Source: an optimization exercise on an open RTL-to-GDS flow (aim: small area and a short achievable clock period). Production flows keep margins and buffers that such runs may drop. Function was checked by simulation only, so behaviour that the tests miss may differ from the original. Power and IR drop assume default switching activity.

==> run a <==
## FLOAT_MUL
module FLOAT_MUL (
    input [63:0] num1,
    input [63:0] num2,
    input clk,
    input rstn,
    output [63:0] result,
    input valid,
    output ready
);
  reg [10:0] q_e;
  reg q_s;
  reg [52:0] q_a;
  reg [54:0] q_a3;
  reg [17:0] q_sel1;
  reg [17:0] q_sel2;
  reg [17:0] q_sel3;
  reg [17:0] q_sel4;
  reg [16:0] q_neg;
  reg k1_0;
  reg k1_1;
  reg k1_2;
  reg k1_3;
  reg k1_4;
  reg k1_5;
  reg k1_6;
  reg k1_7;
  reg k1_8;
  reg k1_9;
  reg k1_10;
  reg k1_11;
  reg k1_12;
  reg k1_13;
  reg k1_14;
  reg k1_15;
  reg k1_16;
  reg k1_17;
  reg k1_18;
  reg k1_19;
  reg k1_20;
  reg k1_21;
  reg k1_22;
  reg k1_23;
  reg k1_24;
  reg k1_25;
  reg k1_26;
  reg k1_27;
  reg k1_28;
  reg k1_29;
  reg k1_30;
  reg k1_31;
  reg k1_32;
  reg k1_33;
  reg k1_34;
  reg k1_35;
  reg k1_36;
  reg k1_37;
  reg k1_38;
  reg k1_39;
  reg k1_40;
  reg k1_41;
  reg k1_42;
  reg k1_43;
  reg k1_44;
  reg k1_45;
  reg k1_46;
  reg k1_47;
  reg k1_48;
  reg k1_49;
  reg k1_50;
  reg k1_51;
  reg k1_52;
  reg k1_53;
  reg k1_54;
  reg k1_55;
  reg k1_56;
  reg k1_57;
  reg k1_58;
  reg k1_59;
  reg k1_60;
  reg k1_61;
  reg k1_62;
  reg k1_63;
  reg k1_64;
  reg k1_65;
  reg k1_66;
  reg k1_67;
  reg k1_68;
  reg k1_69;
  reg k1_70;
  reg k1_71;
  reg k1_72;
  reg k1_73;
  reg k1_74;
  reg k1_75;
  reg k1_76;
  reg k1_77;
  reg k1_78;
  reg k1_79;
  reg k1_80;
  reg k1_81;
  reg k1_82;
  reg k1_83;
  reg k1_84;
  reg k1_85;
  reg k1_86;
  reg k1_87;
  reg k1_88;
  reg k1_89;
  reg k1_90;
  reg k1_91;
  reg k1_92;
  reg k1_93;
  reg k1_94;
  reg k1_95;
  reg k1_96;
  reg k1_97;
  reg k1_98;
  reg k1_99;
  reg k1_100;
  reg k1_101;
  reg k1_102;
  reg k1_103;
  reg k1_104;
  reg k1_105;
  reg k1_106;
  reg k1_107;
  reg k1_108;
  reg k1_109;
  reg k1_110;
  reg k1_111;
  reg k1_112;
  reg k1_113;
  reg k1_114;
  reg k1_115;
  ...
Settings: LEC_CHECK=0, ABC_AREA=1, CAP_MARGIN=20, CORE_MARGIN=2, CORE_UTILIZATION=45, CTS_CLUSTER_DIAMETER=100, CTS_CLUSTER_SIZE=20, PLACE_DENSITY=0.5, SETUP_SLACK_MARGIN=5, SLEW_MARGIN=20, SYNTH_HIERARCHICAL=1, SYNTH_MINIMUM_KEEP_SIZE=0; clock period 8.0 ns.
standard.sh (not shown) runs the stock make flow with config.mk's settings and CLKGATE_MAP_FILE= SYNTH_SCRIPT=/design/flow/synth_recipe.tcl, a recipe that flattens the netlist after the stock synthesis.
==> flow/flow/run.sh <==
#!/bin/bash
# Own layout flow: the standard ORFS flow (standard.sh, unchanged synthesis), except that
# the buffer every input and output port gets is a plain buffer (sky130 buf_2) instead of the
# delay cell buffer_ports picks by default. Each step's full output goes to a log of its own.
set -euo pipefail
cd "$(dirname "$0")/.."
bash standard.sh synth > log_synth.txt 2>&1
bash standard.sh "BUFFER_PORTS_ARGS=-buffer_cell sky130_fd_sc_hd__buf_2" finish > log_layout.txt 2>&1
test -s out/final.def
==> inputs of run b, as changes to run a <==
==> flow/flow/run.sh (replaced) <==
#!/bin/bash
# Own layout flow: the standard ORFS flow (standard.sh, unchanged synthesis) with two changes:
#  - the buffer every input and output port gets is a plain buffer (sky130 buf_2) instead of the
#    delay cell buffer_ports picks by default;
#  - the timing repair after global routing aims 0.2 ns further below the clock period than the
#    earlier repairs (SETUP_SLACK_MARGIN 5.2 instead of 5), to cover what detailed routing adds.
# The clock, constraints and everything else are the standard flow's. Each step's full output
# goes to a log of its own here (and ORFS's own per-stage logs under orfs/logs).
set -euo pipefail
cd "$(dirname "$0")/.."
PB="BUFFER_PORTS_ARGS=-buffer_cell sky130_fd_sc_hd__buf_2"
bash standard.sh synth > log_synth.txt 2>&1
bash standard.sh "$PB" cts > log_place_cts.txt 2>&1
bash standard.sh "$PB" SETUP_SLACK_MARGIN=5.2 finish > log_route_finish.txt 2>&1
test -s out/final.def
==> inputs of run c, as changes to run a <==
==> flow/flow/run.sh (replaced) <==
#!/bin/bash
# Own layout flow: the standard ORFS flow (standard.sh, unchanged synthesis) with two changes:
#  - the buffer every input and output port gets is a plain buffer (sky130 buf_2) instead of the
#    delay cell buffer_ports picks by default;
#  - the timing repair after global routing aims 0.2 ns further below the clock period than the
#    earlier repairs (SETUP_SLACK_MARGIN 5.2 instead of 5), to cover what detailed routing adds.
# The clock, constraints and everything else are the standard flow's. Each step's full output
# goes to a log of its own here (and ORFS's own per-stage logs under orfs/logs).
set -euo pipefail
cd "$(dirname "$0")/.."
PB="BUFFER_PORTS_ARGS=-buffer_cell sky130_fd_sc_hd__buf_2"
bash standard.sh synth > log_synth.txt 2>&1
bash standard.sh "$PB" cts > log_place_cts.txt 2>&1
bash standard.sh "$PB" SETUP_SLACK_MARGIN=5.2 finish > log_route_finish.txt 2>&1
test -s out/final.def
Settings changed: CORE_UTILIZATION 45 to 40, PLACE_DENSITY 0.5 to 0.45.
==> notes <==
In run b the global-route usage is higher than in run c, by 2.3 points. Fmax, highest first: run b, run c, run a. Via count, lowest first: run a, run b, run c. Sequential share of layout area, highest first: run a, run b, run c. The lowest hold slack belongs to run a, the highest to run c. Utilization, lowest first: run c, run a, run b. In run b the cell count is smaller than in run c, by about 3.2%.
==> figures <==
|  | run b | run a | run c |
|---|---|---|---|
| Status | complete, no violations | complete, no violations | complete, no violations |
| Count of instances resized after the clock tree is built | 204 | 204 | 208 |
| Floorplan core area | 174,000 um^2 | 174,000 um^2 | 197,000 um^2 |
| Met1 usage | 51.3% | 51.3% | 49.2% |
| Placed instance count | 10,200 | 10,200 | 10,600 |
| Power share of the clock group | 8.8% | 9.0% | 8.8% |
| Number of buffers added by the clock tree synthesis step | 69 | 69 | 70 |
| Worst setup slack before clock tree synthesis | 3580 ps | 3580 ps | 3660 ps |
| Initial antenna violation count | 34 | 30 | 43 |
| Data buffer area share | 5.77% | 3.66% | 6.26% |
| Worst Clk Skew | 43.6 ps | 43.8 ps | 55.7 ps |
| Global Route Usage Sum | 41.3% | 41.3% | 39.0% |
| Start point of the worst hold path | q_e1[9] | q_e[7] | q_e1[0] |
| Max-slew headroom at the worst pin | 20.3% | 21.4% | 9.33% |
| Share of power burned in combinational logic | 67.7% | 66.8% | 67.4% |

-- port drivers added, routing unchanged --
The flow's constraints put no driver on any port. The routed layouts listed below were extracted and timed again, unchanged, in two steps. Step 1 sets driving cells, clkbuf_16 on the clock port and buf_2 on the other inputs (assumed; they add their load-dependent delay and slew). Step 2 moves the port delays by t, midway between the first and last clock arrival at a register: inputs arrive t later, outputs are due t later. That takes back most of the time a late clock gives input paths. a / b / c = ideal ports / drivers / drivers and shift; a / b = the first two.
run | t (ns) | setup WS [ns] | clock arrival spread, ns | worst data-port slew with drivers (ns)
run a | 0.853 | 4.877 / 4.877 / 4.285 | 0.045 / 0.045 | 0.11
run b | 0.859 | 5.073 / 5.065 / 4.444 | 0.045 / 0.045 | 0.11
run c | 0.853 | 5.034 / 5.034 / 4.424 | 0.057 / 0.056 | 0.11
After both steps every run listed still meets setup and hold. For run b, which loses most, drivers alone change the setup slack by -0.008 ns; drivers and shift together by -0.629 ns.
